This design comes from an exercise in tuning for small area and a short achievable clock period on the open sky130 flow, not from production work. At most, simulation tests tie the RTL to the original design; equivalence was not proved. The RTL of run 1 was laid out without a check of its function. Power is estimated from default activity; no workload was simulated.

File: design.v
`timescale 1ns/10ps
module CannyEdge(dAddrRegRow, dAddrRegCol, bWE, bCE, InData, OutData,
	OPMode, bOPEnable, dReadReg, dWriteReg,	clk, rst_b);
input 	[2:0]	dAddrRegRow, dAddrRegCol;
input		bWE, bCE;
input 	[7:0] 	InData;
output 	[7:0] 	OutData;
reg     [7:0] 	OutData;
input 	[2:0]	OPMode;
input 		bOPEnable;
input 	[3:0]	dReadReg, dWriteReg;
input		clk, rst_b;
reg [7:0] regX [0:24];
reg [1:0] y6c;			 
reg z2, z6, z10, z18;		 
reg [1:0] st;			 
reg [1:0] pc;			 
reg [1:0] dc;			 
reg [7:0] Out_gf, Out_gradient;
reg [1:0] Out_dir;		 
reg       Out_bThres;
reg [11:0] gs0, gs1, gs2, gs3;	 
reg signed [10:0] Gx, Gy;
wire [7:0] rdec = 8'd1 << dAddrRegRow;
wire [7:0] cdec = 8'd1 << dAddrRegCol;
reg  [24:0] hit;
integer hr, hc;
always @(*) begin
	hit = 25'd0;
	for (hr = 0; hr < 8; hr = hr + 1)
		for (hc = 0; hc < 8; hc = hc + 1)
			if (hr*5 + hc <= 24)
				hit[hr*5 + hc] = hit[hr*5 + hc] | (rdec[hr] & cdec[hc]);
end
wire step   = bCE & ~bOPEnable;
wire m_gau  = OPMode == 3'd0;
wire m_sob  = OPMode == 3'd1;
wire m_nms  = OPMode == 3'd2;
wire m_hys  = OPMode == 3'd3;
wire [7:0] x0 = regX[0], x1 = regX[1], x2 = regX[2], x3 = regX[3], x4 = regX[4];
wire [7:0] x5 = regX[5], x6 = regX[6], x7 = regX[7], x8 = regX[8], x9 = regX[9];
wire [7:0] x10 = regX[10], x11 = regX[11], x12 = regX[12], x13 = regX[13], x14 = regX[14];
wire [7:0] x15 = regX[15], x16 = regX[16], x17 = regX[17], x18 = regX[18], x19 = regX[19];
wire [7:0] x20 = regX[20], x21 = regX[21], x22 = regX[22], x23 = regX[23], x24 = regX[24];
wire [11:0] gsum0, gsum1, gsum2, gsum3;
wire g_1 = x1[0] ^ x3[0] ^ x5[0];
wire g_2 = (x1[0] & x3[0]) | (x1[0] & x5[0]) | (x3[0] & x5[0]);
wire g_3 = x9[0] ^ x15[0] ^ x19[0];
wire g_4 = (x9[0] & x15[0]) | (x9[0] & x19[0]) | (x15[0] & x19[0]);
wire g_5 = x21[0] ^ x23[0] ^ g_1;
wire g_6 = (x21[0] & x23[0]) | (x21[0] & g_1) | (x23[0] & g_1);
wire g_7 = x1[1] ^ x3[1] ^ x5[1];
wire g_8 = (x1[1] & x3[1]) | (x1[1] & x5[1]) | (x3[1] & x5[1]);
wire g_9 = x9[1] ^ x15[1] ^ x19[1];
wire g_10 = (x9[1] & x15[1]) | (x9[1] & x19[1]) | (x15[1] & x19[1]);
wire g_11 = x21[1] ^ x23[1] ^ g_2;
wire g_12 = (x21[1] & x23[1]) | (x21[1] & g_2) | (x23[1] & g_2);
wire g_13 = g_4 ^ g_7 ^ g_9;
wire g_14 = (g_4 & g_7) | (g_4 & g_9) | (g_7 & g_9);
wire g_15 = g_6 ^ g_11;
wire g_16 = g_6 & g_11;
wire g_17 = x1[2] ^ x3[2] ^ x5[2];
wire g_18 = (x1[2] & x3[2]) | (x1[2] & x5[2]) | (x3[2] & x5[2]);
wire g_19 = x9[2] ^ x15[2] ^ x19[2];
wire g_20 = (x9[2] & x15[2]) | (x9[2] & x19[2]) | (x15[2] & x19[2]);
wire g_21 = x21[2] ^ x23[2] ^ g_8;
wire g_22 = (x21[2] & x23[2]) | (x21[2] & g_8) | (x23[2] & g_8);
wire g_23 = g_10 ^ g_17 ^ g_19;
wire g_24 = (g_10 & g_17) | (g_10 & g_19) | (g_17 & g_19);
wire g_25 = g_12 ^ g_14 ^ g_21;
wire g_26 = (g_12 & g_14) | (g_12 & g_21) | (g_14 & g_21);
wire g_27 = g_23 ^ g_16;
wire g_28 = g_23 & g_16;
wire g_29 = x1[3] ^ x3[3] ^ x5[3];
wire g_30 = (x1[3] & x3[3]) | (x1[3] & x5[3]) | (x3[3] & x5[3]);
wire g_31 = x9[3] ^ x15[3] ^ x19[3];
wire g_32 = (x9[3] & x15[3]) | (x9[3] & x19[3]) | (x15[3] & x19[3]);
wire g_33 = x21[3] ^ x23[3] ^ g_18;
wire g_34 = (x21[3] & x23[3]) | (x21[3] & g_18) | (x23[3] & g_18);
wire g_35 = g_20 ^ g_29 ^ g_31;
wire g_36 = (g_20 & g_29) | (g_20 & g_31) | (g_29 & g_31);
wire g_37 = g_22 ^ g_24 ^ g_33;
wire g_38 = (g_22 & g_24) | (g_22 & g_33) | (g_24 & g_33);
wire g_39 = g_35 ^ g_26 ^ g_37;
wire g_40 = (g_35 & g_26) | (g_35 & g_37) | (g_26 & g_37);
wire g_41 = x1[4] ^ x3[4] ^ x5[4];
wire g_42 = (x1[4] & x3[4]) | (x1[4] & x5[4]) | (x3[4] & x5[4]);
wire g_43 = x9[4] ^ x15[4] ^ x19[4];
wire g_44 = (x9[4] & x15[4]) | (x9[4] & x19[4]) | (x15[4] & x19[4]);
wire g_45 = x21[4] ^ x23[4] ^ g_30;
wire g_46 = (x21[4] & x23[4]) | (x21[4] & g_30) | (x23[4] & g_30);
wire g_47 = g_32 ^ g_41 ^ g_43;
wire g_48 = (g_32 & g_41) | (g_32 & g_43) | (g_41 & g_43);
wire g_49 = g_34 ^ g_36 ^ g_45;
wire g_50 = (g_34 & g_36) | (g_34 & g_45) | (g_36 & g_45);
wire g_51 = g_47 ^ g_38 ^ g_49;
wire g_52 = (g_47 & g_38) | (g_47 & g_49) | (g_38 & g_49);
wire g_53 = x1[5] ^ x3[5] ^ x5[5];
wire g_54 = (x1[5] & x3[5]) | (x1[5] & x5[5]) | (x3[5] & x5[5]);
wire g_55 = x9[5] ^ x15[5] ^ x19[5];
wire g_56 = (x9[5] & x15[5]) | (x9[5] & x19[5]) | (x15[5] & x19[5]);
wire g_57 = x21[5] ^ x23[5] ^ g_42;
wire g_58 = (x21[5] & x23[5]) | (x21[5] & g_42) | (x23[5] & g_42);
wire g_59 = g_44 ^ g_53 ^ g_55;
wire g_60 = (g_44 & g_53) | (g_44 & g_55) | (g_53 & g_55);
wire g_61 = g_46 ^ g_48 ^ g_57;
wire g_62 = (g_46 & g_48) | (g_46 & g_57) | (g_48 & g_57);
wire g_63 = g_59 ^ g_50 ^ g_61;
wire g_64 = (g_59 & g_50) | (g_59 & g_61) | (g_50 & g_61);
wire g_65 = x1[6] ^ x3[6] ^ x5[6];
wire g_66 = (x1[6] & x3[6]) | (x1[6] & x5[6]) | (x3[6] & x5[6]);
wire g_67 = x9[6] ^ x15[6] ^ x19[6];
wire g_68 = (x9[6] & x15[6]) | (x9[6] & x19[6]) | (x15[6] & x19[6]);
wire g_69 = x21[6] ^ x23[6] ^ g_54;
wire g_70 = (x21[6] & x23[6]) | (x21[6] & g_54) | (x23[6] & g_54);
wire g_71 = g_56 ^ g_65 ^ g_67;
wire g_72 = (g_56 & g_65) | (g_56 & g_67) | (g_65 & g_67);
wire g_73 = g_58 ^ g_60 ^ g_69;
wire g_74 = (g_58 & g_60) | (g_58 & g_69) | (g_60 & g_69);
wire g_75 = g_71 ^ g_62 ^ g_73;
wire g_76 = (g_71 & g_62) | (g_71 & g_73) | (g_62 & g_73);
wire g_77 = x1[7] ^ x3[7] ^ x5[7];
wire g_78 = (x1[7] & x3[7]) | (x1[7] & x5[7]) | (x3[7] & x5[7]);
wire g_79 = x9[7] ^ x15[7] ^ x19[7];
wire g_80 = (x9[7] & x15[7]) | (x9[7] & x19[7]) | (x15[7] & x19[7]);
wire g_81 = x21[7] ^ x23[7] ^ g_66;
wire g_82 = (x21[7] & x23[7]) | (x21[7] & g_66) | (x23[7] & g_66);
wire g_83 = g_68 ^ g_77 ^ g_79;
wire g_84 = (g_68 & g_77) | (g_68 & g_79) | (g_77 & g_79);
wire g_85 = g_70 ^ g_72 ^ g_81;
wire g_86 = (g_70 & g_72) | (g_70 & g_81) | (g_72 & g_81);
wire g_87 = g_83 ^ g_74 ^ g_85;
wire g_88 = (g_83 & g_74) | (g_83 & g_85) | (g_74 & g_85);
wire g_89 = g_78 ^ g_80 ^ g_82;
wire g_90 = (g_78 & g_80) | (g_78 & g_82) | (g_80 & g_82);
wire g_91 = g_84 ^ g_86 ^ g_89;
wire g_92 = (g_84 & g_86) | (g_84 & g_89) | (g_86 & g_89);
wire g_93 = x6[0] ^ x8[0] ^ x16[0];
wire g_94 = (x6[0] & x8[0]) | (x6[0] & x16[0]) | (x8[0] & x16[0]);
wire g_95 = x6[1] ^ x8[1] ^ x16[1];
wire g_96 = (x6[1] & x8[1]) | (x6[1] & x16[1]) | (x8[1] & x16[1]);
wire g_97 = x18[1] ^ g_94;
wire g_98 = x18[1] & g_94;
wire g_99 = x6[2] ^ x8[2] ^ x16[2];
wire g_100 = (x6[2] & x8[2]) | (x6[2] & x16[2]) | (x8[2] & x16[2]);
wire g_101 = x18[2] ^ g_96 ^ g_99;
wire g_102 = (x18[2] & g_96) | (x18[2] & g_99) | (g_96 & g_99);
wire g_103 = x6[3] ^ x8[3] ^ x16[3];
wire g_104 = (x6[3] & x8[3]) | (x6[3] & x16[3]) | (x8[3] & x16[3]);
wire g_105 = x18[3] ^ g_100 ^ g_103;
wire g_106 = (x18[3] & g_100) | (x18[3] & g_103) | (g_100 & g_103);
wire g_107 = x6[4] ^ x8[4] ^ x16[4];
wire g_108 = (x6[4] & x8[4]) | (x6[4] & x16[4]) | (x8[4] & x16[4]);
wire g_109 = x18[4] ^ g_104 ^ g_107;
wire g_110 = (x18[4] & g_104) | (x18[4] & g_107) | (g_104 & g_107);
wire g_111 = x6[5] ^ x8[5] ^ x16[5];
wire g_112 = (x6[5] & x8[5]) | (x6[5] & x16[5]) | (x8[5] & x16[5]);
wire g_113 = x18[5] ^ g_108 ^ g_111;
wire g_114 = (x18[5] & g_108) | (x18[5] & g_111) | (g_108 & g_111);
wire g_115 = x6[6] ^ x8[6] ^ x16[6];
wire g_116 = (x6[6] & x8[6]) | (x6[6] & x16[6]) | (x8[6] & x16[6]);
wire g_117 = x18[6] ^ g_112 ^ g_115;
wire g_118 = (x18[6] & g_112) | (x18[6] & g_115) | (g_112 & g_115);
wire g_119 = x6[7] ^ x8[7] ^ x16[7];
wire g_120 = (x6[7] & x8[7]) | (x6[7] & x16[7]) | (x8[7] & x16[7]);
wire g_121 = x18[7] ^ g_116 ^ g_119;
wire g_122 = (x18[7] & g_116) | (x18[7] & g_119) | (g_116 & g_119);
wire g_123 = x7[0] ^ x11[0] ^ x13[0];
wire g_124 = (x7[0] & x11[0]) | (x7[0] & x13[0]) | (x11[0] & x13[0]);
wire g_125 = x7[1] ^ x11[1] ^ x13[1];
wire g_126 = (x7[1] & x11[1]) | (x7[1] & x13[1]) | (x11[1] & x13[1]);
wire g_127 = x17[1] ^ g_124;
wire g_128 = x17[1] & g_124;
wire g_129 = x7[2] ^ x11[2] ^ x13[2];
wire g_130 = (x7[2] & x11[2]) | (x7[2] & x13[2]) | (x11[2] & x13[2]);
wire g_131 = x17[2] ^ g_126 ^ g_129;
wire g_132 = (x17[2] & g_126) | (x17[2] & g_129) | (g_126 & g_129);
wire g_133 = x7[3] ^ x11[3] ^ x13[3];
wire g_134 = (x7[3] & x11[3]) | (x7[3] & x13[3]) | (x11[3] & x13[3]);
wire g_135 = x17[3] ^ g_130 ^ g_133;
wire g_136 = (x17[3] & g_130) | (x17[3] & g_133) | (g_130 & g_133);
wire g_137 = x7[4] ^ x11[4] ^ x13[4];
wire g_138 = (x7[4] & x11[4]) | (x7[4] & x13[4]) | (x11[4] & x13[4]);
wire g_139 = x17[4] ^ g_134 ^ g_137;
wire g_140 = (x17[4] & g_134) | (x17[4] & g_137) | (g_134 & g_137);
wire g_141 = x7[5] ^ x11[5] ^ x13[5];
wire g_142 = (x7[5] & x11[5]) | (x7[5] & x13[5]) | (x11[5] & x13[5]);
wire g_143 = x17[5] ^ g_138 ^ g_141;
wire g_144 = (x17[5] & g_138) | (x17[5] & g_141) | (g_138 & g_141);
wire g_145 = x7[6] ^ x11[6] ^ x13[6];
wire g_146 = (x7[6] & x11[6]) | (x7[6] & x13[6]) | (x11[6] & x13[6]);
wire g_147 = x17[6] ^ g_142 ^ g_145;
wire g_148 = (x17[6] & g_142) | (x17[6] & g_145) | (g_142 & g_145);
wire g_149 = x7[7] ^ x11[7] ^ x13[7];
wire g_150 = (x7[7] & x11[7]) | (x7[7] & x13[7]) | (x11[7] & x13[7]);
wire g_151 = x17[7] ^ g_146 ^ g_149;
wire g_152 = (x17[7] & g_146) | (x17[7] & g_149) | (g_146 & g_149);
wire g_153 = x0[0] ^ x4[0] ^ x20[0];
wire g_154 = (x0[0] & x4[0]) | (x0[0] & x20[0]) | (x4[0] & x20[0]);
wire g_155 = x24[0] ^ ~x18[0] ^ g_3;
wire g_156 = (x24[0] & ~x18[0]) | (x24[0] & g_3) | (~x18[0] & g_3);
wire g_157 = ~g_93 ^ g_153 ^ g_5;
wire g_158 = (~g_93 & g_153) | (~g_93 & g_5) | (g_153 & g_5);
wire g_159 = x0[1] ^ x4[1] ^ x20[1];
wire g_160 = (x0[1] & x4[1]) | (x0[1] & x20[1]) | (x4[1] & x20[1]);
wire g_161 = x24[1] ^ x17[0] ^ 1'b1;
wire g_162 = (x24[1] & x17[0]) | (x24[1] & 1'b1) | (x17[0] & 1'b1);
wire g_163 = g_3 ^ ~g_95 ^ g_123;
wire g_164 = (g_3 & ~g_95) | (g_3 & g_123) | (~g_95 & g_123);
wire g_165 = g_154 ^ g_159 ^ g_161;
wire g_166 = (g_154 & g_159) | (g_154 & g_161) | (g_159 & g_161);
wire g_167 = ~g_97 ^ g_13 ^ g_5;
wire g_168 = (~g_97 & g_13) | (~g_97 & g_5) | (g_13 & g_5);
wire g_169 = g_156 ^ g_163 ^ g_165;
wire g_170 = (g_156 & g_163) | (g_156 & g_165) | (g_163 & g_165);
wire g_171 = g_15 ^ g_158 ^ g_167;
wire g_172 = (g_15 & g_158) | (g_15 & g_167) | (g_158 & g_167);
wire g_173 = x0[2] ^ x4[2] ^ x20[2];
wire g_174 = (x0[2] & x4[2]) | (x0[2] & x20[2]) | (x4[2] & x20[2]);
wire g_175 = x24[2] ^ x2[0] ^ x10[0];
wire g_176 = (x24[2] & x2[0]) | (x24[2] & x10[0]) | (x2[0] & x10[0]);
wire g_177 = x14[0] ^ x22[0] ^ g_125;
wire g_178 = (x14[0] & x22[0]) | (x14[0] & g_125) | (x22[0] & g_125);
wire g_179 = g_160 ^ g_162 ^ g_173;
wire g_180 = (g_160 & g_162) | (g_160 & g_173) | (g_162 & g_173);
wire g_181 = g_175 ^ ~g_98 ^ g_127;
wire g_182 = (g_175 & ~g_98) | (g_175 & g_127) | (~g_98 & g_127);
wire g_183 = g_13 ^ ~g_101 ^ g_164;
wire g_184 = (g_13 & ~g_101) | (g_13 & g_164) | (~g_101 & g_164);
wire g_185 = g_166 ^ g_177 ^ g_179;
wire g_186 = (g_166 & g_177) | (g_166 & g_179) | (g_177 & g_179);
wire g_187 = g_15 ^ g_181 ^ g_25;
wire g_188 = (g_15 & g_181) | (g_15 & g_25) | (g_181 & g_25);
wire g_189 = g_168 ^ g_170 ^ g_183;
wire g_190 = (g_168 & g_170) | (g_168 & g_183) | (g_170 & g_183);
wire g_191 = g_185 ^ g_27 ^ g_172;
wire g_192 = (g_185 & g_27) | (g_185 & g_172) | (g_27 & g_172);
wire g_193 = g_187 ^ g_189;
wire g_194 = g_187 & g_189;
wire [3:0] glow = {1'b0, g_191, g_169, g_155} + {1'b0, g_193, g_171, g_157};
wire g_195 = x0[3] ^ x4[3] ^ x20[3];
wire g_196 = (x0[3] & x4[3]) | (x0[3] & x20[3]) | (x4[3] & x20[3]);
wire g_197 = x24[3] ^ x2[1] ^ x10[1];
wire g_198 = (x24[3] & x2[1]) | (x24[3] & x10[1]) | (x2[1] & x10[1]);
wire g_199 = x14[1] ^ x22[1] ^ x18[0];
wire g_200 = (x14[1] & x22[1]) | (x14[1] & x18[0]) | (x22[1] & x18[0]);
wire g_201 = x17[0] ^ g_93 ^ g_123;
wire g_202 = (x17[0] & g_93) | (x17[0] & g_123) | (g_93 & g_123);
wire g_203 = g_174 ^ g_176 ^ g_195;
wire g_204 = (g_174 & g_176) | (g_174 & g_195) | (g_176 & g_195);
wire g_205 = g_197 ^ g_199 ^ g_128;
wire g_206 = (g_197 & g_199) | (g_197 & g_128) | (g_199 & g_128);
wire g_207 = ~g_102 ^ ~g_105 ^ g_131;
wire g_208 = (~g_102 & ~g_105) | (~g_102 & g_131) | (~g_105 & g_131);
wire g_209 = g_178 ^ g_180 ^ g_201;
wire g_210 = (g_178 & g_180) | (g_178 & g_201) | (g_180 & g_201);
wire g_211 = g_203 ^ g_182 ^ g_205;
wire g_212 = (g_203 & g_182) | (g_203 & g_205) | (g_182 & g_205);
wire g_213 = g_25 ^ g_184 ^ g_186;
wire g_214 = (g_25 & g_184) | (g_25 & g_186) | (g_184 & g_186);
wire g_215 = g_207 ^ g_209 ^ g_28;
wire g_216 = (g_207 & g_209) | (g_207 & g_28) | (g_209 & g_28);
wire g_217 = g_27 ^ g_211 ^ g_39;
wire g_218 = (g_27 & g_211) | (g_27 & g_39) | (g_211 & g_39);
wire g_219 = g_188 ^ g_190 ^ g_213;
wire g_220 = (g_188 & g_190) | (g_188 & g_213) | (g_190 & g_213);
wire g_221 = g_215 ^ g_194 ^ g_192;
wire g_222 = (g_215 & g_194) | (g_215 & g_192) | (g_194 & g_192);
wire g_223 = x0[4] ^ x4[4] ^ x20[4];
wire g_224 = (x0[4] & x4[4]) | (x0[4] & x20[4]) | (x4[4] & x20[4]);
wire g_225 = x24[4] ^ x2[2] ^ x10[2];
wire g_226 = (x24[4] & x2[2]) | (x24[4] & x10[2]) | (x2[2] & x10[2]);
wire g_227 = x14[2] ^ x22[2] ^ x12[0];
wire g_228 = (x14[2] & x22[2]) | (x14[2] & x12[0]) | (x22[2] & x12[0]);
wire g_229 = g_95 ^ g_125 ^ g_196;
wire g_230 = (g_95 & g_125) | (g_95 & g_196) | (g_125 & g_196);
wire g_231 = g_198 ^ g_200 ^ g_223;
wire g_232 = (g_198 & g_200) | (g_198 & g_223) | (g_200 & g_223);
wire g_233 = g_225 ^ g_227 ^ g_97;
wire g_234 = (g_225 & g_227) | (g_225 & g_97) | (g_227 & g_97);
wire g_235 = g_127 ^ ~g_106 ^ ~g_109;
wire g_236 = (g_127 & ~g_106) | (g_127 & ~g_109) | (~g_106 & ~g_109);
wire g_237 = g_132 ^ g_135 ^ g_202;
wire g_238 = (g_132 & g_135) | (g_132 & g_202) | (g_135 & g_202);
wire g_239 = g_204 ^ g_229 ^ g_231;
wire g_240 = (g_204 & g_229) | (g_204 & g_231) | (g_229 & g_231);
wire g_241 = g_206 ^ g_233 ^ g_208;
wire g_242 = (g_206 & g_233) | (g_206 & g_208) | (g_233 & g_208);
wire g_243 = g_210 ^ g_235 ^ g_237;
wire g_244 = (g_210 & g_235) | (g_210 & g_237) | (g_235 & g_237);
wire g_245 = g_239 ^ g_28 ^ g_212;
wire g_246 = (g_239 & g_28) | (g_239 & g_212) | (g_28 & g_212);
wire g_247 = g_40 ^ g_51 ^ g_39;
wire g_248 = (g_40 & g_51) | (g_40 & g_39) | (g_51 & g_39);
wire g_249 = g_214 ^ g_241 ^ g_243;
wire g_250 = (g_214 & g_241) | (g_214 & g_243) | (g_241 & g_243);
wire g_251 = g_216 ^ g_245 ^ g_218;
wire g_252 = (g_216 & g_245) | (g_216 & g_218) | (g_245 & g_218);
wire g_253 = g_220 ^ g_247;
wire g_254 = g_220 & g_247;
wire g_255 = x0[5] ^ x4[5] ^ x20[5];
wire g_256 = (x0[5] & x4[5]) | (x0[5] & x20[5]) | (x4[5] & x20[5]);
wire g_257 = x24[5] ^ x2[3] ^ x10[3];
wire g_258 = (x24[5] & x2[3]) | (x24[5] & x10[3]) | (x2[3] & x10[3]);
wire g_259 = x14[3] ^ x22[3] ^ x12[1];
wire g_260 = (x14[3] & x22[3]) | (x14[3] & x12[1]) | (x22[3] & x12[1]);
wire g_261 = g_224 ^ g_226 ^ g_228;
wire g_262 = (g_224 & g_226) | (g_224 & g_228) | (g_226 & g_228);
wire g_263 = g_255 ^ g_257 ^ g_259;
wire g_264 = (g_255 & g_257) | (g_255 & g_259) | (g_257 & g_259);
wire g_265 = g_98 ^ g_128 ^ g_101;
wire g_266 = (g_98 & g_128) | (g_98 & g_101) | (g_128 & g_101);
wire g_267 = ~g_110 ^ ~g_113 ^ g_136;
wire g_268 = (~g_110 & ~g_113) | (~g_110 & g_136) | (~g_113 & g_136);
wire g_269 = g_139 ^ g_131 ^ g_230;
wire g_270 = (g_139 & g_131) | (g_139 & g_230) | (g_131 & g_230);
wire g_271 = g_232 ^ g_261 ^ g_263;
wire g_272 = (g_232 & g_261) | (g_232 & g_263) | (g_261 & g_263);
wire g_273 = g_234 ^ g_236 ^ g_238;
wire g_274 = (g_234 & g_236) | (g_234 & g_238) | (g_236 & g_238);
wire g_275 = g_240 ^ g_265 ^ g_267;
wire g_276 = (g_240 & g_265) | (g_240 & g_267) | (g_265 & g_267);
wire g_277 = g_269 ^ g_271 ^ g_52;
wire g_278 = (g_269 & g_271) | (g_269 & g_52) | (g_271 & g_52);
wire g_279 = g_63 ^ g_40 ^ g_51;
wire g_280 = (g_63 & g_40) | (g_63 & g_51) | (g_40 & g_51);
wire g_281 = g_242 ^ g_244 ^ g_273;
wire g_282 = (g_242 & g_244) | (g_242 & g_273) | (g_244 & g_273);
wire g_283 = g_275 ^ g_246 ^ g_248;
wire g_284 = (g_275 & g_246) | (g_275 & g_248) | (g_246 & g_248);
wire g_285 = g_250 ^ g_277 ^ g_279;
wire g_286 = (g_250 & g_277) | (g_250 & g_279) | (g_277 & g_279);
wire g_287 = g_281 ^ g_254;
wire g_288 = g_281 & g_254;
wire g_289 = x0[6] ^ x4[6] ^ x20[6];
wire g_290 = (x0[6] & x4[6]) | (x0[6] & x20[6]) | (x4[6] & x20[6]);
wire g_291 = x24[6] ^ x2[4] ^ x10[4];
wire g_292 = (x24[6] & x2[4]) | (x24[6] & x10[4]) | (x2[4] & x10[4]);
wire g_293 = x14[4] ^ x22[4] ^ x12[2];
wire g_294 = (x14[4] & x22[4]) | (x14[4] & x12[2]) | (x22[4] & x12[2]);
wire g_295 = g_256 ^ g_258 ^ g_260;
wire g_296 = (g_256 & g_258) | (g_256 & g_260) | (g_258 & g_260);
wire g_297 = g_289 ^ g_291 ^ g_293;
wire g_298 = (g_289 & g_291) | (g_289 & g_293) | (g_291 & g_293);
wire g_299 = g_102 ^ g_105 ^ ~g_114;
wire g_300 = (g_102 & g_105) | (g_102 & ~g_114) | (g_105 & ~g_114);
wire g_301 = ~g_117 ^ g_140 ^ g_143;
wire g_302 = (~g_117 & g_140) | (~g_117 & g_143) | (g_140 & g_143);
wire g_303 = g_132 ^ g_135 ^ g_262;
wire g_304 = (g_132 & g_135) | (g_132 & g_262) | (g_135 & g_262);
wire g_305 = g_264 ^ g_295 ^ g_297;
wire g_306 = (g_264 & g_295) | (g_264 & g_297) | (g_295 & g_297);
wire g_307 = g_266 ^ g_268 ^ g_270;
wire g_308 = (g_266 & g_268) | (g_266 & g_270) | (g_268 & g_270);
wire g_309 = g_272 ^ g_299 ^ g_301;
wire g_310 = (g_272 & g_299) | (g_272 & g_301) | (g_299 & g_301);
wire g_311 = g_303 ^ g_305 ^ g_64;
wire g_312 = (g_303 & g_305) | (g_303 & g_64) | (g_305 & g_64);
wire g_313 = g_75 ^ g_52 ^ g_63;
wire g_314 = (g_75 & g_52) | (g_75 & g_63) | (g_52 & g_63);
wire g_315 = g_274 ^ g_276 ^ g_307;
wire g_316 = (g_274 & g_276) | (g_274 & g_307) | (g_276 & g_307);
wire g_317 = g_309 ^ g_278 ^ g_280;
wire g_318 = (g_309 & g_278) | (g_309 & g_280) | (g_278 & g_280);
wire g_319 = g_282 ^ g_311 ^ g_313;
wire g_320 = (g_282 & g_311) | (g_282 & g_313) | (g_311 & g_313);
wire g_321 = g_315 ^ g_284 ^ g_286;
wire g_322 = (g_315 & g_284) | (g_315 & g_286) | (g_284 & g_286);
wire g_323 = x0[7] ^ x4[7] ^ x20[7];
wire g_324 = (x0[7] & x4[7]) | (x0[7] & x20[7]) | (x4[7] & x20[7]);
wire g_325 = x24[7] ^ x2[5] ^ x10[5];
wire g_326 = (x24[7] & x2[5]) | (x24[7] & x10[5]) | (x2[5] & x10[5]);
wire g_327 = x14[5] ^ x22[5] ^ x12[3];
wire g_328 = (x14[5] & x22[5]) | (x14[5] & x12[3]) | (x22[5] & x12[3]);
wire g_329 = g_290 ^ g_292 ^ g_294;
wire g_330 = (g_290 & g_292) | (g_290 & g_294) | (g_292 & g_294);
wire g_331 = g_323 ^ g_325 ^ g_327;
wire g_332 = (g_323 & g_325) | (g_323 & g_327) | (g_325 & g_327);
wire g_333 = g_106 ^ g_109 ^ ~g_118;
wire g_334 = (g_106 & g_109) | (g_106 & ~g_118) | (g_109 & ~g_118);
wire g_335 = ~g_121 ^ g_144 ^ g_147;
wire g_336 = (~g_121 & g_144) | (~g_121 & g_147) | (g_144 & g_147);
wire g_337 = g_136 ^ g_139 ^ g_296;
wire g_338 = (g_136 & g_139) | (g_136 & g_296) | (g_139 & g_296);
wire g_339 = g_298 ^ g_329 ^ g_331;
wire g_340 = (g_298 & g_329) | (g_298 & g_331) | (g_329 & g_331);
wire g_341 = g_300 ^ g_302 ^ g_304;
wire g_342 = (g_300 & g_302) | (g_300 & g_304) | (g_302 & g_304);
wire g_343 = g_306 ^ g_333 ^ g_335;
wire g_344 = (g_306 & g_333) | (g_306 & g_335) | (g_333 & g_335);
wire g_345 = g_337 ^ g_339 ^ g_76;
wire g_346 = (g_337 & g_339) | (g_337 & g_76) | (g_339 & g_76);
wire g_347 = g_87 ^ g_64 ^ g_75;
wire g_348 = (g_87 & g_64) | (g_87 & g_75) | (g_64 & g_75);
wire g_349 = g_308 ^ g_310 ^ g_341;
wire g_350 = (g_308 & g_310) | (g_308 & g_341) | (g_310 & g_341);
wire g_351 = g_343 ^ g_312 ^ g_314;
wire g_352 = (g_343 & g_312) | (g_343 & g_314) | (g_312 & g_314);
wire g_353 = g_316 ^ g_345 ^ g_347;
wire g_354 = (g_316 & g_345) | (g_316 & g_347) | (g_345 & g_347);
wire g_355 = g_349 ^ g_318 ^ g_320;
wire g_356 = (g_349 & g_318) | (g_349 & g_320) | (g_318 & g_320);
wire g_357 = x2[6] ^ x10[6] ^ x14[6];
wire g_358 = (x2[6] & x10[6]) | (x2[6] & x14[6]) | (x10[6] & x14[6]);
wire g_359 = x22[6] ^ x12[4] ^ ~g_120;
wire g_360 = (x22[6] & x12[4]) | (x22[6] & ~g_120) | (x12[4] & ~g_120);
wire g_361 = g_324 ^ g_326 ^ g_328;
wire g_362 = (g_324 & g_326) | (g_324 & g_328) | (g_326 & g_328);
wire g_363 = g_357 ^ g_110 ^ g_113;
wire g_364 = (g_357 & g_110) | (g_357 & g_113) | (g_110 & g_113);
wire g_365 = ~g_122 ^ g_148 ^ g_151;
wire g_366 = (~g_122 & g_148) | (~g_122 & g_151) | (g_148 & g_151);
wire g_367 = g_140 ^ g_143 ^ g_330;
wire g_368 = (g_140 & g_143) | (g_140 & g_330) | (g_143 & g_330);
wire g_369 = g_332 ^ g_359 ^ g_361;
wire g_370 = (g_332 & g_359) | (g_332 & g_361) | (g_359 & g_361);
wire g_371 = g_334 ^ g_336 ^ g_338;
wire g_372 = (g_334 & g_336) | (g_334 & g_338) | (g_336 & g_338);
wire g_373 = g_340 ^ g_363 ^ g_365;
wire g_374 = (g_340 & g_363) | (g_340 & g_365) | (g_363 & g_365);
wire g_375 = g_367 ^ g_369 ^ g_88;
wire g_376 = (g_367 & g_369) | (g_367 & g_88) | (g_369 & g_88);
wire g_377 = g_91 ^ g_76 ^ g_87;
wire g_378 = (g_91 & g_76) | (g_91 & g_87) | (g_76 & g_87);
wire g_379 = g_342 ^ g_344 ^ g_371;
wire g_380 = (g_342 & g_344) | (g_342 & g_371) | (g_344 & g_371);
wire g_381 = g_373 ^ g_346 ^ g_348;
wire g_382 = (g_373 & g_346) | (g_373 & g_348) | (g_346 & g_348);
wire g_383 = g_350 ^ g_375 ^ g_377;
wire g_384 = (g_350 & g_375) | (g_350 & g_377) | (g_375 & g_377);
wire g_385 = g_379 ^ g_352 ^ g_354;
wire g_386 = (g_379 & g_352) | (g_379 & g_354) | (g_352 & g_354);
wire g_387 = x2[7] ^ x10[7] ^ x14[7];
wire g_388 = (x2[7] & x10[7]) | (x2[7] & x14[7]) | (x10[7] & x14[7]);
wire g_389 = x22[7] ^ ~1'b0 ^ ~1'b0;
wire g_390 = (x22[7] & ~1'b0) | (x22[7] & ~1'b0) | (~1'b0 & ~1'b0);
wire g_391 = x12[5] ^ g_150 ^ g_358;
wire g_392 = (x12[5] & g_150) | (x12[5] & g_358) | (g_150 & g_358);
wire g_393 = g_387 ^ g_389 ^ g_114;
wire g_394 = (g_387 & g_389) | (g_387 & g_114) | (g_389 & g_114);
wire g_395 = g_117 ^ g_152 ^ g_144;
wire g_396 = (g_117 & g_152) | (g_117 & g_144) | (g_152 & g_144);
wire g_397 = g_147 ^ g_360 ^ g_362;
wire g_398 = (g_147 & g_360) | (g_147 & g_362) | (g_360 & g_362);
wire g_399 = g_391 ^ g_90 ^ g_364;
wire g_400 = (g_391 & g_90) | (g_391 & g_364) | (g_90 & g_364);
wire g_401 = g_366 ^ g_368 ^ g_370;
wire g_402 = (g_366 & g_368) | (g_366 & g_370) | (g_368 & g_370);
wire g_403 = g_393 ^ g_395 ^ g_397;
wire g_404 = (g_393 & g_395) | (g_393 & g_397) | (g_395 & g_397);
wire g_405 = g_92 ^ g_88 ^ g_91;
wire g_406 = (g_92 & g_88) | (g_92 & g_91) | (g_88 & g_91);
wire g_407 = g_372 ^ g_374 ^ g_399;
wire g_408 = (g_372 & g_374) | (g_372 & g_399) | (g_374 & g_399);
wire g_409 = g_401 ^ g_403 ^ g_376;
wire g_410 = (g_401 & g_403) | (g_401 & g_376) | (g_403 & g_376);
wire g_411 = g_378 ^ g_380 ^ g_405;
wire g_412 = (g_378 & g_380) | (g_378 & g_405) | (g_380 & g_405);
wire g_413 = g_407 ^ g_382 ^ g_384;
wire g_414 = (g_407 & g_382) | (g_407 & g_384) | (g_382 & g_384);
wire g_415 = ~1'b0 ^ ~1'b0 ^ x12[6];
wire g_416 = (~1'b0 & ~1'b0) | (~1'b0 & x12[6]) | (~1'b0 & x12[6]);
wire g_417 = g_388 ^ g_390 ^ g_415;
wire g_418 = (g_388 & g_390) | (g_388 & g_415) | (g_390 & g_415);
wire g_419 = g_118 ^ g_121 ^ g_148;
wire g_420 = (g_118 & g_121) | (g_118 & g_148) | (g_121 & g_148);
wire g_421 = g_151 ^ g_392 ^ g_417;
wire g_422 = (g_151 & g_392) | (g_151 & g_417) | (g_392 & g_417);
wire g_423 = g_90 ^ g_394 ^ g_396;
wire g_424 = (g_90 & g_394) | (g_90 & g_396) | (g_394 & g_396);
wire g_425 = g_398 ^ g_419 ^ g_421;
wire g_426 = (g_398 & g_419) | (g_398 & g_421) | (g_419 & g_421);
wire g_427 = g_92 ^ g_400 ^ g_402;
wire g_428 = (g_92 & g_400) | (g_92 & g_402) | (g_400 & g_402);
wire g_429 = g_404 ^ g_423 ^ g_425;
wire g_430 = (g_404 & g_423) | (g_404 & g_425) | (g_423 & g_425);
wire g_431 = g_406 ^ g_408 ^ g_427;
wire g_432 = (g_406 & g_408) | (g_406 & g_427) | (g_408 & g_427);
wire g_433 = g_429 ^ g_410;
wire g_434 = g_429 & g_410;
wire g_435 = ~1'b0 ^ ~1'b0 ^ x12[7];
wire g_436 = (~1'b0 & ~1'b0) | (~1'b0 & x12[7]) | (~1'b0 & x12[7]);
wire g_437 = g_120 ^ g_150 ^ g_416;
wire g_438 = (g_120 & g_150) | (g_120 & g_416) | (g_150 & g_416);
wire g_439 = g_435 ^ g_122 ^ g_152;
wire g_440 = (g_435 & g_122) | (g_435 & g_152) | (g_122 & g_152);
wire g_441 = g_418 ^ g_437 ^ g_420;
wire g_442 = (g_418 & g_437) | (g_418 & g_420) | (g_437 & g_420);
wire g_443 = g_422 ^ g_439 ^ g_424;
wire g_444 = (g_422 & g_439) | (g_422 & g_424) | (g_439 & g_424);
wire g_445 = g_426 ^ g_441 ^ g_428;
wire g_446 = (g_426 & g_441) | (g_426 & g_428) | (g_441 & g_428);
wire g_447 = g_430 ^ g_443;
wire g_448 = g_430 & g_443;
wire g_449 = g_436 ^ g_438 ^ g_440;
wire g_450 = (g_436 & g_438) | (g_436 & g_440) | (g_438 & g_440);
wire g_451 = g_442 ^ g_449;
wire g_452 = g_442 & g_449;
assign gsum0 = {1'b1, 1'b1, g_444, g_432, g_412, g_409, g_381, g_351, g_317, g_252, g_249, g_217};
assign gsum1 = {1'b0, g_450, g_448, g_445, g_431, g_411, g_383, g_353, g_319, g_283, g_222, g_219};
assign gsum2 = {1'b0, g_452, g_446, g_434, g_414, g_386, g_356, g_322, g_288, g_285, g_251, glow[3]};
assign gsum3 = {1'b0, 1'b0, g_451, g_447, g_433, g_413, g_385, g_355, g_321, g_287, g_253, g_221};
wire signed [10:0] gx_n = $signed({3'b0, x2}) + $signed({3'b0, x12}) + $signed({2'b0, x7, 1'b0})
                        - $signed({3'b0, x0}) - $signed({3'b0, x10}) - $signed({2'b0, x5, 1'b0});
wire signed [10:0] gy_n = $signed({3'b0, x0}) + $signed({3'b0, x2}) + $signed({2'b0, x1, 1'b0})
                        - $signed({3'b0, x10}) - $signed({3'b0, x12}) - $signed({2'b0, x11, 1'b0});
wire sx = Gx[10], sy = Gy[10];
wire [10:0] ax = sx ? -Gx : Gx;
wire [10:0] ay = sy ? -Gy : Gy;
wire [11:0] asum = ax + ay;
wire d0  = {ay, 1'b0} <= {1'b0, ax};
wire d45 = {2'b0, ay, 1'b0} <= ({1'b0, ax, 2'b0} + {3'b0, ax});
wire [1:0] dir_n = d0 ? 2'd0 : d45 ? ((sx ^ sy) ? 2'd3 : 2'd1) : 2'd2;
reg [7:0] xa, xb;
always @(*)
	case (pc)
	2'd0: begin xa = x5;  xb = x7;  end
	2'd1: begin xa = x2;  xb = x10; end
	2'd2: begin xa = x11; xb = x1;  end
	default: begin xa = x12; xb = x0; end
	endcase
wire nms_ge = (x6 >= xa) && (x6 >= xb);
wire nms_do = step & m_nms & (st == 2'd1);
wire h6 = x6 >= 8'd10;
wire l6 = x6 <= 8'd3;
reg trace;
always @(*)
	case (dc)
	2'd0, 2'd2: trace = (x10 >= 8'd10) | (x2 >= 8'd10) | z10 | z2;
	2'd1:       trace = (x18 >= 8'd10) | z18;
	default:    trace = z6;
	endcase
wire bthres_n = h6 | (~l6 & trace);
always @(posedge clk or negedge rst_b)
	if (!rst_b) begin
		st <= 2'd0;
		pc <= 2'd3;
		dc <= 2'd3;
		Out_gf <= 8'd0;
		Out_gradient <= 8'd0;
		Out_dir <= 2'd0;
		Out_bThres <= 1'b0;
	end else if (bCE) begin
		if (bOPEnable)
			st <= 2'd0;
		else if (m_gau) begin
			if (st == 2'd0) st <= 2'd1;
			else if (st == 2'd1) Out_gf <= (gs0 + gs1 + gs2 + gs3) >> 4;
		end else if (m_sob) begin
			st <= (st == 2'd3) ? 2'd3 : st + 2'd1;
			if (st == 2'd1) Out_gradient <= asum[10:3];
			if (st == 2'd3) Out_dir <= dir_n;
		end else if (m_nms | m_hys) begin
			if (st == 2'd0) begin
				pc <= y6c;
				if (m_hys) dc <= pc;
				st <= 2'd1;
			end else if (st == 2'd1 && m_hys)
				Out_bThres <= bthres_n;
		end
	end
wire wr = rst_b & ~bCE & ~bWE;
wire rd = rst_b & ~bCE & bWE;
wire [7:0] wdata = bCE ? 8'd0 : InData;	 
integer k;
reg [7:0] xr;	 
always @(*) begin
	xr = 8'd0;
	for (k = 0; k < 25; k = k + 1)
		xr = xr | ({8{hit[k]}} & regX[k]);
end
always @(posedge clk) begin
	for (k = 0; k < 25; k = k + 1)
		if ((wr && dWriteReg == 4'd0 && hit[k]) ||
		    (rst_b && nms_do && (nms_ge ? (
			(pc == 2'd0 && (k == 5 || k == 7)) ||
			(pc == 2'd1 && (k == 2 || k == 10)) ||
			(pc == 2'd2 && (k == 11 || k == 1)) ||
			(pc == 2'd3 && (k == 12 || k == 0))) : k == 6)))
			regX[k] <= wdata;
	if (wr && dWriteReg == 4'd1 && hit[6])
		y6c <= (InData == 8'd0) ? 2'd0 : (InData == 8'd45) ? 2'd1 : (InData == 8'd90) ? 2'd2 : 2'd3;
	if (wr && dWriteReg[3:1] != 3'd0) begin
		if (hit[2])  z2  <= InData == 8'd1;
		if (hit[6])  z6  <= InData == 8'd1;
		if (hit[10]) z10 <= InData == 8'd1;
		if (hit[18]) z18 <= InData == 8'd1;
	end
	if (rd)
		case (dReadReg)
		4'd0: OutData <= Out_gf;
		4'd1: OutData <= Out_gradient;
		4'd2: case (Out_dir)
		      2'd0: OutData <= 8'd0;
		      2'd1: OutData <= 8'd45;
		      2'd2: OutData <= 8'd90;
		      default: OutData <= 8'h87;
		      endcase
		4'd3: OutData <= xr;
		4'd4: OutData <= {7'd0, Out_bThres};
		default: ;
		endcase
	if (rst_b && step && m_gau && st == 2'd0) begin
		gs0 <= gsum0;
		gs1 <= gsum1;
		gs2 <= gsum2;
		gs3 <= gsum3;
	end
	if (rst_b && step && m_sob && st == 2'd0) begin
		Gx <= gx_n;
		Gy <= gy_n;
	end
end
endmodule
File: flow/run.sh
#!/bin/bash
# Layout flow: the standard flow (standard.sh), unchanged synthesis, plus
#  1. fapol.py on the synthesized netlist: full adders are self-dual, so
#     each fa cell may be fed complemented inputs and give complemented
#     outputs; fapol picks the polarities that need the fewest inverters
#     and rewrites the netlist (registers and ports untouched).
#  2. port buffers of a plain buffer cell (buf_2) instead of the default pick,
#  3. the resizer's setup margin raised so repair_timing keeps shortening
#     the critical paths past the 10 ns constraint,
#  4. a clock tree of smaller buffers and no dummy loads.
# Each tool's output goes to a log file in this folder.
set -u
R=orfs/results/${FLOW_PLATFORM:-sky130hd}/CannyEdge/base
export BUFFER_PORTS_ARGS="-buffer_cell sky130_fd_sc_hd__buf_2"
export SETUP_SLACK_MARGIN=${MARGIN:-5.6}
export CTS_ARGS="-sink_clustering_enable -repair_clock_nets -dont_use_dummy_load -buf_list sky130_fd_sc_hd__clkbuf_8 -sink_clustering_size 16 -sink_clustering_max_diameter 60"
bash standard.sh synth > synth.log 2>&1 || exit 1
if python3 flow/fapol.py $R/1_2_yosys.v $R/1_2_yosys_fapol.v > fapol.log 2>&1; then
  cp $R/1_2_yosys.v $R/1_2_yosys_std.v
  cp $R/1_2_yosys_fapol.v $R/1_2_yosys.v
  rm -f $R/1_synth.odb $R/1_synth.sdc
fi
bash standard.sh > standard.log 2>&1
File: flow/fapol.py
#!/usr/bin/env python3
"""Full-adder polarity optimisation on a Yosys gate netlist (sky130hd).

A full adder is self-dual: fa(~a,~b,~c) = (~sum, ~cout).  Yosys's adder
extraction leaves many inverters between full adders; this pass chooses,
for each fa cell, whether to use it "flipped" (fed and producing
complemented signals) so that the number of inverters needed is minimal,
then rewrites the netlist.  The logic function at every register and port
is unchanged; registers are untouched.
usage: fapol.py in.v out.v
"""
import re, sys, random

src = open(sys.argv[1]).read()
INV = 'sky130_fd_sc_hd__inv_1'
FA = re.compile(r'sky130_fd_sc_hd__fa_\d+$')
OUTPINS = {'X', 'Y', 'Q', 'Q_N', 'SUM', 'COUT', 'HI', 'LO'}

# cell instances: type name ( pins );
cell_re = re.compile(r'^(\s*)(sky130_fd_sc_hd__\w+)\s+(\S+)\s*\((.*?)\);\s*$', re.S | re.M)
pin_re = re.compile(r'\.(\w+)\(\s*(.*?)\s*\)(?=\s*,|\s*$)', re.S)

cells = []
for m in cell_re.finditer(src):
    typ, name, body = m.group(2), m.group(3), m.group(4)
    pins = [(p, n.strip()) for p, n in pin_re.findall(body)]
    cells.append({'typ': typ, 'name': name, 'pins': pins, 'span': m.span()})

driver = {}
loads = {}
for i, c in enumerate(cells):
    for p, n in c['pins']:
        if p in OUTPINS:
            driver[n] = (i, p)
        else:
            loads.setdefault(n, []).append((i, p))

def is_inv(i):
    return cells[i]['typ'] == INV

def root(n):
    """follow inverters back: returns (root net, parity)"""
    q = 0
    while n in driver and is_inv(driver[n][0]):
        c = cells[driver[n][0]]
        n = dict(c['pins'])['A']
        q ^= 1
    return n, q

fa_ids = [i for i, c in enumerate(cells) if FA.match(c['typ'])]
fa_set = set(fa_ids)
inv_ids = [i for i, c in enumerate(cells) if c['typ'] == INV]

# demands: for every non-inverter consumer pin, which (root, parity) it needs
# (for fa pins, parity is relative to the fa's flip)
demands = []   # (consumer cell or None, pin, root, q)
nets_out_ports = set()
for i, c in enumerate(cells):
    if c['typ'] == INV:
        continue
    for p, n in c['pins']:
        if p in OUTPINS:
            continue
        if n.startswith("1'") or n == '':
            continue
        r, q = root(n)
        demands.append((i, p, r, q))

# module outputs / assigns that read nets: keep these nets' polarity as-is
assign_re = re.compile(r'^\s*assign\s+(.*?)\s*=\s*(.*?);', re.M)
port_reads = []
for m in assign_re.finditer(src):
    rhs = m.group(2).strip()
    if rhs in driver or rhs in loads:
        r, q = root(rhs)
        port_reads.append((rhs, r, q))

def root_pol(r, flip):
    d = driver.get(r)
    if d and d[0] in fa_set:
        return flip[d[0]]
    return 0

by_root = {}
for i, p, r, q in demands:
    by_root.setdefault(r, []).append((i, q))
for _, r, q in port_reads:
    by_root.setdefault(r, []).append((None, q))
fa_roots = {}
for i in fa_ids:
    rs = set()
    for p, n in cells[i]['pins']:
        if p in OUTPINS:
            rs.add(n)
        elif not (n.startswith("1'") or n == ''):
            rs.add(root(n)[0])
    fa_roots[i] = [r for r in rs if r in by_root]

def root_cost(r, flip):
    rp = root_pol(r, flip)
    wants = set(q ^ (flip[i] if i in fa_set else 0) for i, q in by_root[r])
    return sum(1 for w in wants if w != rp)

def total(flip):
    return sum(root_cost(r, flip) for r in by_root)

def search(flip, seed):
    rnd = random.Random(seed)
    improved = True
    while improved:
        improved = False
        order = fa_ids[:]
        rnd.shuffle(order)
        for i in order:
            before = sum(root_cost(r, flip) for r in fa_roots[i])
            flip[i] ^= 1
            after = sum(root_cost(r, flip) for r in fa_roots[i])
            if after < before or (after == before and rnd.random() < 0.3):
                if after < before:
                    improved = True
            else:
                flip[i] ^= 1
    return total(flip)

start = {i: 0 for i in fa_ids}
print('inverters before', len(inv_ids), 'needed with no flips', total(start), file=sys.stderr)
best, flip = None, None
for seed in range(40):
    f = {i: (random.Random(1000 + seed).random() < 0.5) * 1 if seed else 0 for i in fa_ids}
    c = search(f, seed)
    if best is None or c < best:
        best, flip = c, dict(f)
print('needed after', best, 'flipped', sum(flip.values()), file=sys.stderr)

if len(sys.argv) > 2:
    # rewrite: every (root, polarity) needed gets a net
    newcells = []
    invnet = {}
    cnt = [0]
    def net_for(r, want):
        if want == root_pol(r, flip):
            return r
        if r not in invnet:
            cnt[0] += 1
            nn = f'_fapol_{cnt[0]}_'
            invnet[r] = nn
            ra = r + ' ' if r.startswith('\\') else r
            newcells.append(f'  {INV} fapol_inv_{cnt[0]} (\n    .A({ra}),\n    .Y({nn})\n  );\n')
        return invnet[r]
    out = []
    last = 0
    for i, c in enumerate(cells):
        s, e = c['span']
        out.append(src[last:s])
        last = e
        if c['typ'] == INV:
            continue   # all inverters are re-created as needed
        pins = []
        for p, n in c['pins']:
            if p not in OUTPINS and not (n.startswith("1'") or n == ''):
                r, q = root(n)
                want = q ^ (flip[i] if i in fa_set else 0)
                n = net_for(r, want)
            pins.append(f'    .{p}({n}' + (' )' if n.startswith('\\') else ')'))
        out.append(f"  {c['typ']} {c['name']} (\n" + ',\n'.join(pins) + '\n  );')
    out.append(src[last:])
    text = ''.join(out)
    # port assigns
    def fix_assign(m):
        lhs, rhs = m.group(1), m.group(2).strip()
        if rhs in driver or rhs in loads:
            r, q = root(rhs)
            nn = net_for(r, q)
            return m.group(0).replace(m.group(2), nn + ' ' if nn.startswith('\\') else nn)
        return m.group(0)
    text = assign_re.sub(fix_assign, text)
    wires = ''.join(f'  wire {n};\n' for n in invnet.values())
    text = text.replace('endmodule', wires + ''.join(newcells) + 'endmodule')
    open(sys.argv[2], 'w').write(text)

File: standard.sh
#!/bin/bash
# synth_recipe.tcl (not shown) runs the flow's synth.tcl, then flattens the netlist and writes it again
# the make line also repeats each setting of config.mk as NAME=value (left out here)
make -C /OpenROAD-flow-scripts/flow DESIGN_CONFIG=/design/flow/config.mk WORK_HOME=/design/flow/orfs CLKGATE_MAP_FILE= SYNTH_SCRIPT=/design/flow/synth_recipe.tcl "${@:-finish}"
File: config.mk
export PLATFORM = sky130hd
export DESIGN_NAME = CannyEdge
export DESIGN_NICKNAME = CannyEdge
export VERILOG_FILES = /design/flow/design.v
export SDC_FILE = /design/flow/constraint.sdc
export NUM_CORES = 4
export LEC_CHECK = 0
export CAP_MARGIN = 20
export CORE_MARGIN = 2
export CORE_UTILIZATION = 40
export SLEW_MARGIN = 20
File: constraint.sdc
create_clock -name core_clock -period 10.0 [get_ports {clk}]
set_input_delay 2.0000 -clock core_clock [delete_from_list [all_inputs] [get_ports {clk}]]
set_output_delay 2.0000 -clock core_clock [all_outputs]
set_load 0.01 [all_outputs]
==> results_tabular.tex, run 1 <==
\begin{tabular}{lr}
\hline
Metric & Value \\
\hline
\multicolumn{2}{l}{\textbf{Floorplanning}} \\
\quad Die width & between 200 and 250 µm \\
\quad Initial standard-cell utilization of the core & 0.405 \\
\quad Overall die area & 56400 µm² \\
\quad Top-Level Pins & 38 \\
\quad Height of the chip & 238 µm \\
\quad Site row count & 85 \\
\quad Core outline area & between 50000 and 60000 µm² \\
\multicolumn{2}{l}{\textbf{Detailed routing}} \\
\quad First-pass detailed-route iteration total & 6 \\
\quad Routed length per placed instance & 33.2 µm \\
\quad Final antenna-violating net count & 0 \\
\quad Vias after detailed routing & 14.4k \\
\quad Via count normalized by instance count & a little over 6 \\
\quad Final routed wirelength across all metal layers & 77.5 mm \\
\quad Initial detailed-routing violation count & 1919 \\
\quad DRC violations left & 0 \\
\multicolumn{2}{l}{\textbf{GRT}} \\
\quad Vias in the first global route & 14.6k \\
\quad Met1 Usage GRT & 0.400 \\
\quad Met3 Resource Use GR & 0.0723 \\
\quad Initial antenna violation count & 4 \\
\quad Met2 GRT Util & 0.417 \\
\quad Global routing usage summed across all routing layers & 0.282 \\
\quad Remaining global-route overflow & 0 \\
\quad Largest net degree at the start of global routing & 43 \\
\quad Global routing's busiest layer & met2 \\
\quad Wire length of the first global-routing pass & 110 mm \\
\multicolumn{2}{l}{\textbf{Setup path}} \\
\quad WS Path Type & input port to register \\
\quad Cells traversed along the worst timing path & buf\_2 > buf\_4 > nor3b\_1 > nand3b\_1 > clkinvlp\_4 > nand2\_1 > o21ai\_1 \\
\quad CP top delay family & buffers and inverters \\
\quad Arr. time, crit path & 4510 ps \\
\quad Startpoint type of the worst setup path & input port \\
\quad Sum of buffers and inverters on the critical path & 3 \\
\quad Slowest stage cell on the critical path & clkinvlp\_4 \\
\quad Delay contributed by the slowest stage of the critical path & 560 ps \\
\quad Data required time of the critical path & 10190 ps \\
\quad Kind of end point of the critical path & register \\
\quad Critical Path Fanout Max & 30 \\
\multicolumn{2}{l}{\textbf{Finish}} \\
\quad Proportion of layout cells with a drive suffix above 1 & 0.102 \\
\quad Post-route standard cell area excluding fillers & 23500 µm² \\
\quad Number of filler instances in the final layout & 4879 \\
\quad \# nets final & 2075 \\
\quad Area added between synthesis and finish & 7.65\% \\
\multicolumn{2}{l}{\textbf{Timing}} \\
\quad Setup repair after global routing missed its margin & true \\
\quad Maximum clock frequency & roughly 230 MHz \\
\quad Final critical delay including setup and external delays & around 4300 ps \\
\quad Summed negative setup slack over all endpoints & 0 ps \\
\quad Worst setup skew after layout & 76.4 ps \\
\quad Final count of hold timing violations & 0 \\
\quad Final count of pins violating max slew & 0 \\
\quad Endpoints failing setup & 0 \\
\quad Relative slew margins & 0.338 \\
\quad Smallest hold slack & 488 ps \\
\quad Measured slew at the worst slew-check pin & 993 ps \\
\quad Final critical-path share of the clock period & 0.432 \\
\multicolumn{2}{l}{\textbf{CTS}} \\
\quad Num CTS Buffers & 34 \\
\quad CTS tree & yes \\
\quad Clock root buffer & clkbuf\_8 \\
\quad Hold buffers post-CTS & 0 \\
\quad Clock transition at path regs & 100 ps \\
\quad Max Buffers Root-to-Sink & 3 \\
\quad Number of sinks driven by the clock tree & 303 \\
\quad Clock insertion delay at the later pin of the skew report & between 600 and 700 ps \\
\quad Depth of the CTS H-tree & 2 \\
\multicolumn{2}{l}{\textbf{Outcome}} \\
\quad Status & timing/DRC/antenna clean \\
\multicolumn{2}{l}{\textbf{Yosys}} \\
\quad Post-synthesis instance area & 21800 µm² \\
\quad Number of instances in the synthesized netlist & approximately 1.6k \\
\quad Mapped Nets & 2012 \\
\quad Mean Syn Cell Area & 13.8 µm² \\
\quad Yosys warning total & 2 \\
\multicolumn{2}{l}{\textbf{Power and ir drop}} \\
\quad Max VDD drop & $\sim$0.063 mV \\
\quad Power density over the cells & about 100 nW/µm² \\
\quad Static power due to leakage & 8.22 nW \\
\quad Overall Power & approximately 0.0024 W \\
\multicolumn{2}{l}{\textbf{Place}} \\
\quad Half-perimeter wire length after placement & 61.9 mm \\
\quad Port buffer count & 37 \\
\quad RePlAce Congestion & $\sim$0.99 \\
\quad Post-DP Area & 22800 µm² \\
\multicolumn{2}{l}{\textbf{Hold path}} \\
\quad Hold crit path type & register to register \\
\multicolumn{2}{l}{\textbf{Flow run}} \\
\quad Count of max-cap constraint violations & 0 \\
\hline
\end{tabular}
metal layers:
layer,vias up,wire [µm]
met1,7539,32500
met3,170,7770
met4,2,3530
li1,5867,-
met2,812,33600
met5,-,13
worst register-to-register path: stages (launching register included):
cell and delay [ps]:
edfxtp_1 570, fa_1 530, fa_1 760, fa_1 510, fa_1 460, fa_1 410, fa_1 440, fa_1 430
registers in the layout (all words and copies together) (netlist names), 8 cells and up:
| name | count |
|---|---|
| Gx | 11 |
| OutData | 8 |
| gs3 | 10 |
| gs1 | 11 |
| gs2 | 11 |
| gs0 | 10 |
| Gy | 11 |
| Out_gradient | 8 |
| Out_gf | 8 |
| regX | 200 |
layout make-up:
class	count	area (µm²)	share of cell area
Tap cell	696	871	0.0371
Sequential cell	303	8980	0.382
Multi-Input combinational cell	1097	12200	0.520
Clock buffer	34	468	0.0199
Antenna cell	1	2.50	0.000107
Timing Repair Buffer	71	440	0.0188
Inverter	135	510	0.0217
path summary, 6_finish.rpt:
| kind | to | slack [ps] | cells past startpoint | start |
|---|---|---|---|---|
| min | pc[1]$_DFFE_PN1P_ | 490 | 1 | y6c[1]$_SDFFCE_PP0P_ |
| max reg2reg | gs3[3]$_DFFE_PP_ | 5680 | 7 | regX[7][2]$_DFFE_PP_ |
| min in group asynchronous | Out_gf[5]$_DFFE_PN0P_ | 1440 | 2 | rst_b |
| min reg2reg | pc[1]$_DFFE_PN1P_ | 490 | 1 | y6c[1]$_SDFFCE_PP0P_ |
| max in group asynchronous | dc[0]$_DFFE_PN1P_ | 8100 | 2 | rst_b |
| max | regX[5][7]$_DFFE_PP_ | 5680 | 7 | rst_b |
report_power, final:
| group | total, W | internal, W | leakage [nW] | switching [W] |
|---|---|---|---|---|
| sequential | 0.00142 | 0.00140 | 2.61 | 0.0000221 |
| clock | 0.000749 | 0.000304 | 0.244 | 0.000446 |
| combinational | 0.000182 | 0.0000617 | 5.37 | 0.000121 |
metrics by stage:
stage | cells | util | setup slack, ps
detailed placement | 2286 | 0.424 | 4820
floorplan | 1579 | - | 5970
finish | 2337 | 0.436 | 5680
global route | 2337 | 0.436 | 5580
CTS | 2326 | 0.433 | 5600
global placement | 2286 | 0.424 | 5030
cell usage in the layout, fill, tap and decap left out, types with 9 or more instances in the layout:
| cell type | instances |
|---|---|
| a211oi_1 | 11 |
| a21o_1 | 15 |
| a21oi_1 | 37 |
| a221oi_1 | 19 |
| a222oi_1 | 12 |
| a22o_1 | 20 |
| a22oi_1 | 33 |
| and2_1 | 28 |
| and3_1 | 11 |
| buf_2 | 37 |
| buf_4 | 34 |
| clkbuf_8 | 34 |
| dfrtp_1 | 21 |
| edfxtp_1 | 278 |
| fa_1 | 286 |
| ha_1 | 112 |
| inv_1 | 133 |
| mux2_2 | 10 |
| mux4_2 | 16 |
| nand2_1 | 63 |
| nand2b_1 | 21 |
| nand3_1 | 14 |
| nand4_1 | 10 |
| nor2_1 | 46 |
| nor2b_1 | 21 |
| nor3_1 | 19 |
| nor4_1 | 14 |
| o21a_1 | 9 |
| o21ai_0 | 58 |
| o31ai_1 | 9 |
| xnor2_1 | 35 |
| xor2_1 | 13 |
what timing repair did:
item	CTS	global route
resized for setup	5	11
endpoints found under the setup margin	39	83
pin swaps	0	0
setup buffers	6	10
==> run 2: changes to the inputs <==
--- a/design.v
+++ b/design.v
@@ -502,6 +502,6 @@
 assign gsum3 = {1'b0, 1'b0, g_451, g_447, g_433, g_413, g_385, g_355, g_321, g_287, g_253, g_221};
-wire signed [10:0] gx_n = $signed({3'b0, x2}) + $signed({3'b0, x12}) + $signed({2'b0, x7, 1'b0})
-                        - $signed({3'b0, x0}) - $signed({3'b0, x10}) - $signed({2'b0, x5, 1'b0});
-wire signed [10:0] gy_n = $signed({3'b0, x0}) + $signed({3'b0, x2}) + $signed({2'b0, x1, 1'b0})
-                        - $signed({3'b0, x10}) - $signed({3'b0, x12}) - $signed({2'b0, x11, 1'b0});
+wire signed [10:0] gx_n = {3'b0, x2} + {3'b0, x12} + {2'b0, x7, 1'b0}
+                        - {3'b0, x0} - {3'b0, x10} - {2'b0, x5, 1'b0};
+wire signed [10:0] gy_n = {3'b0, x0} + {3'b0, x2} + {2'b0, x1, 1'b0}
+                        - {3'b0, x10} - {3'b0, x12} - {2'b0, x11, 1'b0};
 wire sx = Gx[10], sy = Gy[10];
--- a/flow/run.sh
+++ b/flow/run.sh
@@ -14,3 +14,3 @@
 export BUFFER_PORTS_ARGS="-buffer_cell sky130_fd_sc_hd__buf_2"
-export SETUP_SLACK_MARGIN=${MARGIN:-5.6}
+export SETUP_SLACK_MARGIN=${MARGIN:-6.0}
 export CTS_ARGS="-sink_clustering_enable -repair_clock_nets -dont_use_dummy_load -buf_list sky130_fd_sc_hd__clkbuf_8 -sink_clustering_size 16 -sink_clustering_max_diameter 60"
==> run 2 against run 1 <==
  * Global-route usage shrank 0.76 points
  * Combinational power barely moved
  * Sequential cell count did not move
  * Die area stayed put
  * Synthesized cell count is the same
  * Sequential share of layout area shrank 1.5 points
  * Cell count is 3.0% higher
  * Core utilization up 1.9 points
  * First-iteration DRC count is 6.1% higher
  * Via count rose by 1.9%
  * Worst setup slack improved by 180 ps
  * Critical path depth unchanged
  * Largest power group unchanged
  * Highest routed layer unchanged
==> results_tabular.tex, run 2 <==
\begin{tabular}{lr}
\hline
Metric & Value \\
\hline
\multicolumn{2}{l}{\textbf{Setup path}} \\
\quad Logic depth of the worst path, buffers included & 7 \\
\quad Kind of end point of the critical path & register \\
\quad Worst setup path end & gs3[3]\$\_DFFE\_PP\_ \\
\quad Cells traversed along the worst timing path & fa\_2 > fa\_1 > fa\_1 > fa\_2 > fa\_2 > fa\_2 > fa\_2 \\
\quad Cell with the most instances on the worst path & fa\_2 \\
\quad Critical Path Fanout Max & 2 \\
\quad Slowest stage cell on the critical path & fa\_2 \\
\quad CP top delay family & adder cells \\
\quad WS Path Type & register to register \\
\quad Worst R2R Start & regX[1][3]\$\_DFFE\_PP\_ \\
\quad Arr. time, crit path & 4480 ps \\
\quad Startpoint type of the worst setup path & register \\
\quad Source of the critical timing path & regX[1][3]\$\_DFFE\_PP\_ \\
\quad Reg-to-reg endpoint & gs3[3]\$\_DFFE\_PP\_ \\
\quad Register-to-Register Path Depth & 7 \\
\quad Worst setup slack for register-to-register paths & 5860 ps \\
\quad Delay contributed by the slowest stage of the critical path & 620 ps \\
\quad Sum of buffers and inverters on the critical path & 0 \\
\quad Data required time of the critical path & 10340 ps \\
\multicolumn{2}{l}{\textbf{GRT}} \\
\quad Global routing usage summed across all routing layers & 0.274 \\
\quad Vias in the first global route & between 10k and 15k \\
\quad Largest net degree at the start of global routing & 43 \\
\quad Wire length of the first global-routing pass & 108 mm \\
\quad Remaining global-route overflow & 0 \\
\quad Initial antenna violation count & 4 \\
\multicolumn{2}{l}{\textbf{Floorplanning}} \\
\quad Top-Level Pins & 38 \\
\quad Core outline area & roughly 54000 µm² \\
\quad Overall die area & 56400 µm² \\
\quad Height of the chip & 238 µm \\
\quad Die width & approximately 240 µm \\
\quad Site row count & 85 \\
\quad Initial standard-cell utilization of the core & 0.405 \\
\multicolumn{2}{l}{\textbf{Timing}} \\
\quad Maximum clock frequency & 242 MHz \\
\quad Setup repair after global routing missed its margin & true \\
\quad Final critical delay including setup and external delays & 4140 ps \\
\quad Final critical-path share of the clock period & 0.414 \\
\quad Worst Setup Slack, final & slightly below 6000 ps \\
\quad Summed negative setup slack over all endpoints & 0 ps \\
\quad Final count of hold timing violations & 0 \\
\quad Relative slew margins & 0.157 \\
\quad Measured slew at the worst slew-check pin & 1260 ps \\
\quad Final count of pins violating max slew & 0 \\
\quad Worst setup skew after layout & approximately 69 ps \\
\quad Endpoints failing setup & 0 \\
\multicolumn{2}{l}{\textbf{Detailed routing}} \\
\quad Vias after detailed routing & 14.7k \\
\quad Final routed wirelength across all metal layers & roughly 76 mm \\
\quad First-pass detailed-route iteration total & 8 \\
\quad Final antenna-violating net count & 0 \\
\quad Via count normalized by instance count & approximately 6.1 \\
\quad Routed length per placed instance & between 30 and 40 µm \\
\quad Initial detailed-routing violation count & a little over 2k \\
\quad DRC violations left & 0 \\
\multicolumn{2}{l}{\textbf{CTS}} \\
\quad Depth of the CTS H-tree & 2 \\
\quad Clock transition at path regs & 100 ps \\
\quad Num CTS Buffers & 35 \\
\quad Clock root buffer & clkbuf\_8 \\
\quad Number of sinks driven by the clock tree & 303 \\
\quad Clock insertion delay at the later pin of the skew report & approximately 640 ps \\
\quad Max Buffers Root-to-Sink & 3 \\
\quad CTS tree & yes \\
\multicolumn{2}{l}{\textbf{Finish}} \\
\quad \# nets final & approximately 2.1k \\
\quad Proportion of layout cells with a drive suffix above 1 & 0.191 \\
\quad Most used cells in the layout excluding fill and tap cells & edfxtp\_1, fa\_1, inv\_1 \\
\quad Number of filler instances in the final layout & 4787 \\
\quad Most frequent standard cell in the layout excluding fill and tap cells & edfxtp\_1 \\
\quad Register name with the most flops & regX \\
\quad Combined area of the multi-input logic cells & approximately 13000 µm² \\
\quad Flip-flop count of the largest register, all copies and words added & 200 \\
\quad Post-route standard cell area excluding fillers & between 20000 and 25000 µm² \\
\quad Register Area & 8990 µm² \\
\quad Area added between synthesis and finish & 12.2\% \\
\multicolumn{2}{l}{\textbf{Power and ir drop}} \\
\quad Switching power & 0.000589 W \\
\quad Part of the total power dissipated in combinational logic & 0.076 \\
\quad Overall Power & 0.00236 W \\
\quad Relative contribution of sequential cells to total power & 0.601 \\
\quad Max VDD drop & 0.0704 mV \\
\quad Static power due to leakage & 8.61 nW \\
\quad Clock group share of total power & 0.323 \\
\quad Internal power & 0.00177 W \\
\quad Proportion of total power due to net switching & 0.249 \\
\quad Power density over the cells & about 96 nW/µm² \\
\multicolumn{2}{l}{\textbf{Place}} \\
\quad Port buffer count & 37 \\
\quad Half-perimeter wire length after placement & around 58 mm \\
\quad Post-DP Area & 22800 µm² \\
\quad RePlAce Congestion & 1.05 \\
\quad Pre-CTS worst setup slack & 4710 ps \\
\multicolumn{2}{l}{\textbf{Yosys}} \\
\quad Number of instances in the synthesized netlist & 1579 \\
\quad Post-synthesis instance area & 21800 µm² \\
\quad Mean Syn Cell Area & between 10 and 15 µm² \\
\quad Mapped Nets & between 2k and 2.5k \\
\quad Yosys warning total & 2 \\
\multicolumn{2}{l}{\textbf{Flow run}} \\
\quad Count of max-cap constraint violations & 0 \\
\multicolumn{2}{l}{\textbf{Hold path}} \\
\quad Hold crit path type & register to register \\
\quad Worst Hold Path Cells & 2 \\
\multicolumn{2}{l}{\textbf{Outcome}} \\
\quad Status & timing/DRC/antenna clean \\
\hline
\end{tabular}
## run 2: repair_timing
| item | CTS | global route |
|---|---|---|
| pin swaps | 39 | 49 |
| resized for setup | 71 | 65 |
| hold endpoints to repair | 0 | 0 |
| hold buffers | 0 | 0 |
| setup buffers | 57 | 34 |
| endpoints found under the setup margin | 225 | 139 |
| gates cloned | 1 | 0 |
## run 2: area by class of cell
| type | count | area share |
|---|---|---|
| Timing Repair inverter | 1 | 0.000307 |
| Clock buffer | 35 | 0.0197 |
| Inverter | 135 | 0.0210 |
| Tap cell | 696 | 0.0356 |
| Antenna cell | 2 | 0.000204 |
| Timing Repair Buffer | 138 | 0.0398 |
| Sequential cell | 303 | 0.367 |
| Multi-Input combinational cell | 1097 | 0.516 |
## run 2: how the worst min path moves through the flow
stage,slack (ps),from,end
4_1_cts,510,y6c[1]$_SDFFCE_PP0P_,pc[1]$_DFFE_PN1P_
5_1_grt,530,y6c[1]$_SDFFCE_PP0P_,pc[1]$_DFFE_PN1P_
6_report,500,Out_gradient[5]$_DFFE_PN0P_,Out_gradient[5]$_DFFE_PN0P_
3_3_place_gp,470,Out_gf[7]$_DFFE_PN0P_,Out_gf[7]$_DFFE_PN0P_
2_1_floorplan,440,Out_gf[2]$_DFFE_PN0P_,Out_gf[2]$_DFFE_PN0P_
3_5_place_dp,480,y6c[0]$_SDFFCE_PP0P_,pc[0]$_DFFE_PN1P_
## run 2: per-layer routing
layer | global-route usage | vias to the layer above | routed length, µm
met4 | 0.139 | 2 | 4820
met3 | 0.0736 | 216 | 8390
met5 | 0 | - | 13
met1 | 0.366 | 7533 | 29400
met2 | 0.413 | 899 | 33400
li1 | - | 6020 | -
## run 2: per-stage QoR
| step | utilization | cells | hold slack, ps |
|---|---|---|---|
| global route | 0.454 | 2406 | 533 |
| detailed placement | 0.423 | 2278 | 484 |
| floorplan | - | 1579 | 445 |
| global placement | 0.423 | 2278 | 469 |
| CTS | 0.444 | 2371 | 507 |
| finish | 0.454 | 2407 | 499 |
## run 2: power groups by stage
stage	Combinational [W]	Clock, W	Sequential (W)
after floorplan	0.000105	0	0.00143
after global placement	0.000167	0	0.00145
after detailed placement	0.000170	0	0.00145
after CTS	0.000173	0.000775	0.00142
after global routing	0.000195	0.000818	0.00142
final	0.000180	0.000763	0.00142
## run 2: worst reg2reg max path, cell delays in order, from the launching register on
cell	delay, ps
edfxtp_1	500
fa_2	540
fa_1	430
fa_1	520
fa_2	620
fa_2	480
fa_2	400
fa_2	410

Setup slack of run 2, layout unchanged: 5.863 ns with ideal ports, 5.863 ns with driving cells assumed (clock clkbuf_16, inputs buf_2), 5.272 ns with port delays also shifted by the 0.652 ns mid clock arrival.
